Background: an optimization exercise with open tools, aiming at small area. Do not read the settings as production practice. Only simulation tests tie the RTL to the original design; equivalence was not proved. Power and IR drop assume default switching activity.

==> garnet: inputs <==
Design riscv_core, start of the top module:
module riscv_core (
    input  wire        clk,
    input  wire        rst,           
    output wire [31:0] imem_addr,     
    input  wire [31:0] imem_rdata,    
    output wire [31:0] dmem_addr,     
    output wire [31:0] dmem_wdata,    
    output wire        dmem_we,       
    output wire        dmem_re,       
    input  wire [31:0] dmem_rdata     
);
==> module riscv_core, before the edit <==
module riscv_core (
    input  wire        clk,
    input  wire        rst,           
    output wire [31:0] imem_addr,     
    input  wire [31:0] imem_rdata,    
    output wire [31:0] dmem_addr,     
    output wire [31:0] dmem_wdata,    
    output wire        dmem_we,       
    output wire        dmem_re,       
    input  wire [31:0] dmem_rdata     
);
    wire [31:0] ins = imem_rdata;
    reg  [31:1] pc_q;         
    reg  [31:1] valid;
    wire [31:1] npc;
    wire [31:0] wb, wb_b;
    wire [31:1] we, hold, we_b, hold_b, valid_n;
    wire [31:0] q [1:31];
    genvar i, b;
    generate
        for (i = 1; i < 32; i = i + 1) begin : r
            reg  [31:0] x;
            wire [31:0] xn;
            for (b = 0; b < 32; b = b + 1) begin : w
                if (b < 16) begin : a
                    g_a22o u (.a1(wb[b]),   .a2(we[i]),   .b1(x[b]), .b2(hold[i]),   .y(xn[b]));
                end else begin : c
                    g_a22o u (.a1(wb_b[b]), .a2(we_b[i]), .b1(x[b]), .b2(hold_b[i]), .y(xn[b]));
                end
            end
            always @(posedge clk)
                x <= xn;
            assign q[i] = x;
            g_or2 v (.a(valid[i]), .b(we[i]), .y(valid_n[i]));
        end
    endgenerate
    always @(posedge clk or posedge rst)
        if (rst)
            valid <= 31'b0;
        else
            valid <= valid_n;
    always @(posedge clk or posedge rst)
        if (rst)
            pc_q <= 31'b0;
        else
            pc_q <= npc;
    wire is_load, is_store, is_br, is_jal, reg_write, en1;
    wire selR, isI, isS, isIS, isU, isISU, sub, s_sum, s_or, s_ao, s_slt, s_ld;
    control ctl (
        .ins(ins), .is_load(is_load), .is_store(is_store), .is_br(is_br), .is_jal(is_jal),
        .reg_write(reg_write), .en1(en1), .selR(selR), .isI(isI), .isS(isS), .isIS(isIS),
        .isU(isU), .isISU(isISU), .sub(sub), .s_sum(s_sum), .s_or(s_or), .s_ao(s_ao),
        .s_slt(s_slt), .s_ld(s_ld)
    );
    wire [31:1] sel1, sel2, sel1_b, sel2_b;
    rf_rdec d1 (.rs(ins[19:15]), .en(en1),  .valid(valid), .sel(sel1), .sel_b(sel1_b));
    rf_rdec #(.EN(0)) d2 (.rs(ins[24:20]), .en(1'b0), .valid(valid), .sel(sel2), .sel_b(sel2_b));
    rf_wdec dw (.rd(ins[11:7]), .en(reg_write), .we(we), .hold(hold), .we_b(we_b), .hold_b(hold_b));
    wire [31:0] pc = {pc_q, 1'b0};
    wire [31:0] A, r2;
    generate
        for (b = 0; b < 32; b = b + 1) begin : rp
            wire [30:0] col;
            for (i = 1; i < 32; i = i + 1) begin : c
                assign col[i-1] = q[i][b];
            end
            wire [31:1] s1 = (b < 16) ? sel1 : sel1_b;
            wire [31:1] s2 = (b < 16) ? sel2 : sel2_b;
            if (b == 0) begin : b0       
                rf_rbit #(.N(31)) p1 (.d(col), .s(s1), .y(A[b]));
            end else begin : bn
                rf_rbit #(.N(32)) p1 (.d({pc[b], col}), .s({is_jal, s1}), .y(A[b]));
            end
            rf_rbit #(.N(31)) p2 (.d(col), .s(s2), .y(r2[b]));
        end
    endgenerate
    wire eq;
    alu ex (
        .A(A), .r2(r2), .ins(ins), .dmem_rdata(dmem_rdata),
        .selR(selR), .isI(isI), .isS(isS), .isIS(isIS), .isU(isU), .isISU(isISU),
        .is_jal(is_jal), .sub(sub), .s_sum(s_sum), .s_or(s_or), .s_ao(s_ao),
        .s_slt(s_slt), .s_ld(s_ld), .sum(dmem_addr), .wb(wb), .wb_b(wb_b), .eq(eq)
    );
    pcu nx (.pc(pc_q), .ins(ins), .is_br(is_br), .is_jal(is_jal), .eq(eq), .npc(npc));
    assign imem_addr  = pc;
    assign dmem_wdata = r2;
    assign dmem_we    = is_store;
    assign dmem_re    = is_load;
endmodule
Settings: LEC_CHECK=0, CAP_MARGIN=20, CORE_MARGIN=2, CORE_UTILIZATION=55, PLACE_DENSITY=0.6, SETUP_SLACK_MARGIN=0.2, SLEW_MARGIN=20, SYNTH_HIERARCHICAL=1, SYNTH_MINIMUM_KEEP_SIZE=0; clock period 11.0 ns.
standard.sh (not shown) runs the stock make flow with config.mk's settings and CLKGATE_MAP_FILE= SYNTH_SCRIPT=/design/flow/synth_recipe.tcl, a recipe that flattens the netlist after the stock synthesis.
==> flow/flow/run.sh <==
#!/bin/bash
# Layout flow: the standard synthesis and layout (standard.sh), with
# these changes to how the layout is made:
#   - the port buffers are the smallest buffer cell (sky130 buf_1)
#     instead of the flow's default pick;
#   - clock tree: sinks clustered by 25 within 70 um, and no dummy
#     loads added to the clock tree;
#   - after global routing, gates with timing slack to spare are sized
#     down (ORFS RECOVER_POWER).
# Each step's full output goes to its own log file here; ORFS writes
# its per-stage logs under orfs/logs/.
set -euo pipefail

bash standard.sh synth > synth.log 2>&1

bash standard.sh \
    "BUFFER_PORTS_ARGS=-buffer_cell sky130_fd_sc_hd__buf_1" \
    "CTS_ARGS=-sink_clustering_enable -repair_clock_nets -dont_use_dummy_load -sink_clustering_size 25 -sink_clustering_max_diameter 70" \
    "RECOVER_POWER=100" \
    finish > layout.log 2>&1
==> xenon (differences from garnet) <==
--- a/flow/design.v
+++ b/flow/design.v
@@ -399,6 +399,7 @@
             for (b = 0; b < 32; b = b + 1) begin : w
+                wire wd = (i < 16) ? wb[b] : wb_b[b];
                 if (b < 16) begin : a
-                    g_a22o u (.a1(wb[b]),   .a2(we[i]),   .b1(x[b]), .b2(hold[i]),   .y(xn[b]));
+                    g_a22o u (.a1(wd), .a2(we[i]),   .b1(x[b]), .b2(hold[i]),   .y(xn[b]));
                 end else begin : c
-                    g_a22o u (.a1(wb_b[b]), .a2(we_b[i]), .b1(x[b]), .b2(hold_b[i]), .y(xn[b]));
+                    g_a22o u (.a1(wd), .a2(we_b[i]), .b1(x[b]), .b2(hold_b[i]), .y(xn[b]));
                 end
==> flow/flow/run.sh (replaced) <==
#!/bin/bash
# Layout flow: the standard synthesis and layout (standard.sh), with
# these changes to how the layout is made:
#   - the port buffers are small buffer cells instead of the flow's
#     default pick: buf_2 on inputs, buf_1 on outputs (flow/out_buffers.tcl);
#   - clock tree: sinks clustered by 30 within 75 um, and no dummy
#     loads added to the clock tree;
# Each step's full output goes to its own log file here; ORFS writes
# its per-stage logs under orfs/logs/.
set -euo pipefail

bash standard.sh synth > synth.log 2>&1

bash standard.sh \
    "BUFFER_PORTS_ARGS=-inputs -buffer_cell sky130_fd_sc_hd__buf_2" \
    "PRE_GLOBAL_PLACE_TCL=$PWD/flow/out_buffers.tcl" \
    "CTS_ARGS=-sink_clustering_enable -repair_clock_nets -dont_use_dummy_load -sink_clustering_size 30 -sink_clustering_max_diameter 75" \
    finish > layout.log 2>&1
==> flow/flow/out_buffers.tcl (new file) <==
# Run by ORFS before global placement (PRE_GLOBAL_PLACE_TCL): buffer the
# output ports with sky130 buf_1 (the input ports get buf_2 through
# BUFFER_PORTS_ARGS in run.sh).
buffer_ports -outputs -buffer_cell sky130_fd_sc_hd__buf_1
Settings changed: GPL_TIMING_DRIVEN set to 0, SETUP_SLACK_MARGIN 0.2 to 0.4.
==> comparison <==
- xenon finished clean. garnet completed and failed the layout checks on capacitance limit, slew limit.
- Against xenon, the global-route usage of garnet is higher by 8.1 points.
- In sequential cell count, xenon and garnet do not differ.
- In xenon the critical path depth is higher than in garnet, by 3.
- Of xenon and garnet, xenon has the higher die area (gap 0.27%, measured against garnet).
==> figures <==
quantity	garnet	xenon
Result of the run	complete, but fails checks	no timing/DRC/antenna violations
Reasons for failing layout checks	capacitance limit, slew limit	-
Wirelength, routed	205000 um	170000 um
Post-cts gate resize count	0	44
Clock network power	2.13 mW	2.04 mW
Wire length per cell after detailed routing	39.1 um	32.9 um
Slowest cell on the critical path	a222oi_1	or3_1
Number of antenna violations at the first check in global routing	16	19
Clock buf count	54	51
HP Start	r[28].x[21]	r[27].x[9]
Crit Reg-Reg Endpoint	pc_q[28]	pc_q[31]


==> inputs of build 70 <==
riscv_core, a different RTL version from the one above (not shown whole).
==> flow/config.mk <==
export PLATFORM = sky130hd
export DESIGN_NAME = riscv_core
export DESIGN_NICKNAME = riscv_core
export VERILOG_FILES = /design/flow/design.v
export SDC_FILE = /design/flow/constraint.sdc
export NUM_CORES = 8
export LEC_CHECK = 0
export CAP_MARGIN = 20
export CORE_MARGIN = 2
export CORE_UTILIZATION = 55
export PLACE_DENSITY = 0.6
export SETUP_SLACK_MARGIN = 0.2
export SLEW_MARGIN = 20
export SYNTH_HIERARCHICAL = 1
export SYNTH_MINIMUM_KEEP_SIZE = 0
==> flow/constraint.sdc <==
create_clock -name core_clock -period 11.0 [get_ports {clk}]
set_input_delay 2.2000 -clock core_clock [delete_from_list [all_inputs] [get_ports {clk}]]
set_output_delay 2.2000 -clock core_clock [all_outputs]
set_load 0.01 [all_outputs]
==> flow/flow/run.sh <==
#!/bin/bash
# Layout flow: the standard synthesis and layout (standard.sh), with
# these changes to how the layout is made:
#   - the port buffers are the smallest buffer cell (sky130 buf_1)
#     instead of the flow's default pick;
#   - clock tree: sinks clustered by 25 within 70 um, and no dummy
#     loads added to the clock tree;

# Each step's full output goes to its own log file here; ORFS writes
# its per-stage logs under orfs/logs/.
set -euo pipefail

bash standard.sh synth > synth.log 2>&1

bash standard.sh \
    "BUFFER_PORTS_ARGS=-buffer_cell sky130_fd_sc_hd__buf_1" \
    "CTS_ARGS=-sink_clustering_enable -repair_clock_nets -dont_use_dummy_load -sink_clustering_size 25 -sink_clustering_max_diameter 70" \
    finish > layout.log 2>&1
==> build 47 (differences from build 70) <==
--- a/flow/design.v
+++ b/flow/design.v
@@ -114,13 +114,14 @@
 module rf_rdec #(
     parameter EN = 1     
 ) (
     input  wire [4:0]  rs,
     input  wire        en,
     input  wire [31:1] valid,
-    output wire [31:1] sel
+    output wire [31:1] sel,
+    output wire [31:1] sel_b
 );
     wire [3:0] lo;
     wire [7:0] hi;
     rf_pre2 p2 (.a(rs[1:0]), .y(lo));
     generate
         if (EN) begin : e
@@ -130,30 +131,35 @@
         end
     endgenerate
     genvar i;
     generate
         for (i = 1; i < 32; i = i + 1) begin : g
             g_and3 u (.a(lo[i % 4]), .b(hi[i / 4]), .c(valid[i]), .y(sel[i]));
+            g_and3 v (.a(lo[i % 4]), .b(hi[i / 4]), .c(valid[i]), .y(sel_b[i]));
         end
     endgenerate
 endmodule
 module rf_wdec (
     input  wire [4:0]  rd,
     input  wire        en,
     output wire [31:1] we,
-    output wire [31:1] hold
+    output wire [31:1] hold,
+    output wire [31:1] we_b,
+    output wire [31:1] hold_b
 );
     wire [3:0] lo;
     wire [7:0] hi;
     rf_pre2  p2 (.a(rd[1:0]), .y(lo));
     rf_pre3e p3 (.a(rd[4:2]), .en(en), .y(hi));
     genvar i;
     generate
         for (i = 1; i < 32; i = i + 1) begin : g
             g_and2  a (.a(lo[i % 4]), .b(hi[i / 4]), .y(we[i]));
             g_nand2 n (.a(lo[i % 4]), .b(hi[i / 4]), .y(hold[i]));
+            g_and2  c (.a(lo[i % 4]), .b(hi[i / 4]), .y(we_b[i]));
+            g_nand2 m (.a(lo[i % 4]), .b(hi[i / 4]), .y(hold_b[i]));
         end
     endgenerate
 endmodule
 module g_inv   (input a, output y);                   assign y = ~a;                                  endmodule
 module g_nand2 (input a, b, output y);                assign y = ~(a & b);                            endmodule
 module g_nor2  (input a, b, output y);                assign y = ~(a | b);                            endmodule
@@ -251,12 +257,13 @@
     input  wire        s_or,
     input  wire        s_ao,
     input  wire        s_slt,
     input  wire        s_ld,
     output wire [31:0] sum,
     output wire [31:0] wb,
+    output wire [31:0] wb_b,        
     output wire        eq           
 );
     wire [31:0] Bx;    
     genvar b;
     generate
         for (b = 0; b < 32; b = b + 1) begin : bs
@@ -313,14 +320,16 @@
             g_a222oi r (.a1(sum[b]), .a2(s_sum), .b1(p[b]), .b2(s_or), .c1(g[b]), .c2(s_ao), .y(y1));
             g_nand2  l (.a(dmem_rdata[b]), .b(s_ld), .y(y2));
             if (b == 0) begin : slt
                 wire y3;
                 g_nand2b t (.an(co), .b(s_slt), .y(y3));    
                 g_nand3  o (.a(y1), .b(y2), .c(y3), .y(wb[b]));
+                g_nand3  c (.a(y1), .b(y2), .c(y3), .y(wb_b[b]));
             end else begin : n
                 g_nand2  o (.a(y1), .b(y2), .y(wb[b]));
+                g_nand2  c (.a(y1), .b(y2), .y(wb_b[b]));
             end
         end
     endgenerate
 endmodule
 module pcu (
     input  wire [31:1] pc,
@@ -376,22 +385,27 @@
     input  wire [31:0] dmem_rdata     
 );
     wire [31:0] ins = imem_rdata;
     reg  [31:1] pc_q;         
     reg  [31:1] valid;
     wire [31:1] npc;
-    wire [31:0] wb;
-    wire [31:1] we, hold, valid_n;
+    wire [31:0] wb, wb_b;
+    wire [31:1] we, hold, we_b, hold_b, valid_n;
     wire [31:0] q [1:31];
     genvar i, b;
     generate
         for (i = 1; i < 32; i = i + 1) begin : r
             reg  [31:0] x;
             wire [31:0] xn;
             for (b = 0; b < 32; b = b + 1) begin : w
-                g_a22o u (.a1(wb[b]), .a2(we[i]), .b1(x[b]), .b2(hold[i]), .y(xn[b]));
+                wire wd = (i < 16) ? wb[b] : wb_b[b];
+                if (b < 16) begin : a
+                    g_a22o u (.a1(wd), .a2(we[i]),   .b1(x[b]), .b2(hold[i]),   .y(xn[b]));
+                end else begin : c
+                    g_a22o u (.a1(wd), .a2(we_b[i]), .b1(x[b]), .b2(hold_b[i]), .y(xn[b]));
+                end
             end
             always @(posedge clk)
                 x <= xn;
             assign q[i] = x;
             g_or2 v (.a(valid[i]), .b(we[i]), .y(valid_n[i]));
         end
@@ -411,38 +425,40 @@
     control ctl (
         .ins(ins), .is_load(is_load), .is_store(is_store), .is_br(is_br), .is_jal(is_jal),
         .reg_write(reg_write), .en1(en1), .selR(selR), .isI(isI), .isS(isS), .isIS(isIS),
         .isU(isU), .isISU(isISU), .sub(sub), .s_sum(s_sum), .s_or(s_or), .s_ao(s_ao),
         .s_slt(s_slt), .s_ld(s_ld)
     );
-    wire [31:1] sel1, sel2;
-    rf_rdec d1 (.rs(ins[19:15]), .en(en1),  .valid(valid), .sel(sel1));
-    rf_rdec #(.EN(0)) d2 (.rs(ins[24:20]), .en(1'b0), .valid(valid), .sel(sel2));
-    rf_wdec dw (.rd(ins[11:7]), .en(reg_write), .we(we), .hold(hold));
+    wire [31:1] sel1, sel2, sel1_b, sel2_b;
+    rf_rdec d1 (.rs(ins[19:15]), .en(en1),  .valid(valid), .sel(sel1), .sel_b(sel1_b));
+    rf_rdec #(.EN(0)) d2 (.rs(ins[24:20]), .en(1'b0), .valid(valid), .sel(sel2), .sel_b(sel2_b));
+    rf_wdec dw (.rd(ins[11:7]), .en(reg_write), .we(we), .hold(hold), .we_b(we_b), .hold_b(hold_b));
     wire [31:0] pc = {pc_q, 1'b0};
     wire [31:0] A, r2;
     generate
         for (b = 0; b < 32; b = b + 1) begin : rp
             wire [30:0] col;
             for (i = 1; i < 32; i = i + 1) begin : c
                 assign col[i-1] = q[i][b];
             end
+            wire [31:1] s1 = (b < 16) ? sel1 : sel1_b;
+            wire [31:1] s2 = (b < 16) ? sel2 : sel2_b;
             if (b == 0) begin : b0       
-                rf_rbit #(.N(31)) p1 (.d(col), .s(sel1), .y(A[b]));
+                rf_rbit #(.N(31)) p1 (.d(col), .s(s1), .y(A[b]));
             end else begin : bn
-                rf_rbit #(.N(32)) p1 (.d({pc[b], col}), .s({is_jal, sel1}), .y(A[b]));
+                rf_rbit #(.N(32)) p1 (.d({pc[b], col}), .s({is_jal, s1}), .y(A[b]));
             end
-            rf_rbit #(.N(31)) p2 (.d(col), .s(sel2), .y(r2[b]));
+            rf_rbit #(.N(31)) p2 (.d(col), .s(s2), .y(r2[b]));
         end
     endgenerate
     wire eq;
     alu ex (
         .A(A), .r2(r2), .ins(ins), .dmem_rdata(dmem_rdata),
         .selR(selR), .isI(isI), .isS(isS), .isIS(isIS), .isU(isU), .isISU(isISU),
         .is_jal(is_jal), .sub(sub), .s_sum(s_sum), .s_or(s_or), .s_ao(s_ao),
-        .s_slt(s_slt), .s_ld(s_ld), .sum(dmem_addr), .wb(wb), .eq(eq)
+        .s_slt(s_slt), .s_ld(s_ld), .sum(dmem_addr), .wb(wb), .wb_b(wb_b), .eq(eq)
     );
     pcu nx (.pc(pc_q), .ins(ins), .is_br(is_br), .is_jal(is_jal), .eq(eq), .npc(npc));
     assign imem_addr  = pc;
     assign dmem_wdata = r2;
     assign dmem_we    = is_store;
     assign dmem_re    = is_load;
==> flow/flow/run.sh (replaced) <==
#!/bin/bash
# Layout flow: the standard synthesis and layout (standard.sh), with
# these changes to how the layout is made:
#   - the port buffers are small buffer cells instead of the flow's
#     default pick: buf_2 on inputs, buf_1 on outputs (flow/out_buffers.tcl);
#   - clock tree: sinks clustered by 30 within 75 um, and no dummy
#     loads added to the clock tree;
# Each step's full output goes to its own log file here; ORFS writes
# its per-stage logs under orfs/logs/.
set -euo pipefail

bash standard.sh synth > synth.log 2>&1

bash standard.sh \
    "BUFFER_PORTS_ARGS=-inputs -buffer_cell sky130_fd_sc_hd__buf_2" \
    "PRE_GLOBAL_PLACE_TCL=$PWD/flow/out_buffers.tcl" \
    "CTS_ARGS=-sink_clustering_enable -repair_clock_nets -dont_use_dummy_load -sink_clustering_size 30 -sink_clustering_max_diameter 75" \
    finish > layout.log 2>&1
==> flow/flow/out_buffers.tcl (new file) <==
# Run by ORFS before global placement (PRE_GLOBAL_PLACE_TCL): buffer the
# output ports with sky130 buf_1 (the input ports get buf_2 through
# BUFFER_PORTS_ARGS in run.sh).
buffer_ports -outputs -buffer_cell sky130_fd_sc_hd__buf_1
--- a/flow/config.mk
+++ b/flow/config.mk
@@ -5,11 +5,12 @@
 export SDC_FILE = /design/flow/constraint.sdc
 export NUM_CORES = 8
 export LEC_CHECK = 0
 export CAP_MARGIN = 20
 export CORE_MARGIN = 2
 export CORE_UTILIZATION = 55
+export GPL_TIMING_DRIVEN = 0
 export PLACE_DENSITY = 0.6
-export SETUP_SLACK_MARGIN = 0.2
+export SETUP_SLACK_MARGIN = 0.3
 export SLEW_MARGIN = 20
 export SYNTH_HIERARCHICAL = 1
 export SYNTH_MINIMUM_KEEP_SIZE = 0
==> flow_summary_export.csv <==
group,metric,value,unit
final_layout,final-nonclk-buf-share,0.0219,
final_layout,drive_gt1_frac,0.0548,
drt,met3RoutedLength,23800,µm
clocking,postCtsSetupRepairBufs,3,
placement,number_of_cells_after_detailed_placement,5107,
timing,finalWorstSetupSlack,0.146,ns
pwr,switching_share,0.232,
pwr,vdd_drop_max,0.000126,V
run_status,status,"no timing/DRC/antenna violations",
timing,fmaxAchievable,0.0921,GHz
timing,worst_pin_slew,1.03,ns
final_layout,syn_to_final_growth,8.68,%
Source of the figures above: build 47

==> flow_summary_export.csv <==
group,metric,value,unit
placement,number_of_cells_after_detailed_placement,5153,
pwr,switching_share,0.237,
final_layout,drive_gt1_frac,0.0832,
drt,met3RoutedLength,40600,µm
final_layout,final-nonclk-buf-share,0.0487,
pwr,vdd_drop_max,0.000108,V
run_status,status,"no timing/DRC/antenna violations",
final_layout,syn_to_final_growth,11.8,%
timing,fmaxAchievable,0.0936,GHz
Source of the figures above: build 70

[what the ideal ports hide]
How much do the figures lean on ideal ports? The routed layouts below were timed once more, with nothing changed but the port constraints.
Step 1 assumes that a clkbuf_16 drives the clock port and a buf_2 every other input.
Step 2 times the ports against the registers' clock, not the clock port: input delays grow and output delays shrink by t, the midpoint of the rising clock arrivals with the driver on.
a / b / c = ideal / step 1 / step 2; a / b = the first two.
| run | t, ns | setup slack, ns | slew at the worst register clock pin (ns) |
|---|---|---|---|
| garnet | 0.722 | 0.160 / 0.134 / -0.144 | 0.11 / 0.11 |
| xenon | 0.700 | 0.203 / 0.168 / -0.095 | 0.11 / 0.11 |
| build 70 | 0.726 | 0.316 / 0.294 / 0.176 | 0.11 / 0.11 |
| build 47 | 0.703 | 0.146 / 0.123 / -0.138 | 0.11 / 0.11 |
For garnet, which loses most, drivers alone change the setup slack by -0.026 ns; drivers and shift together by -0.304 ns.
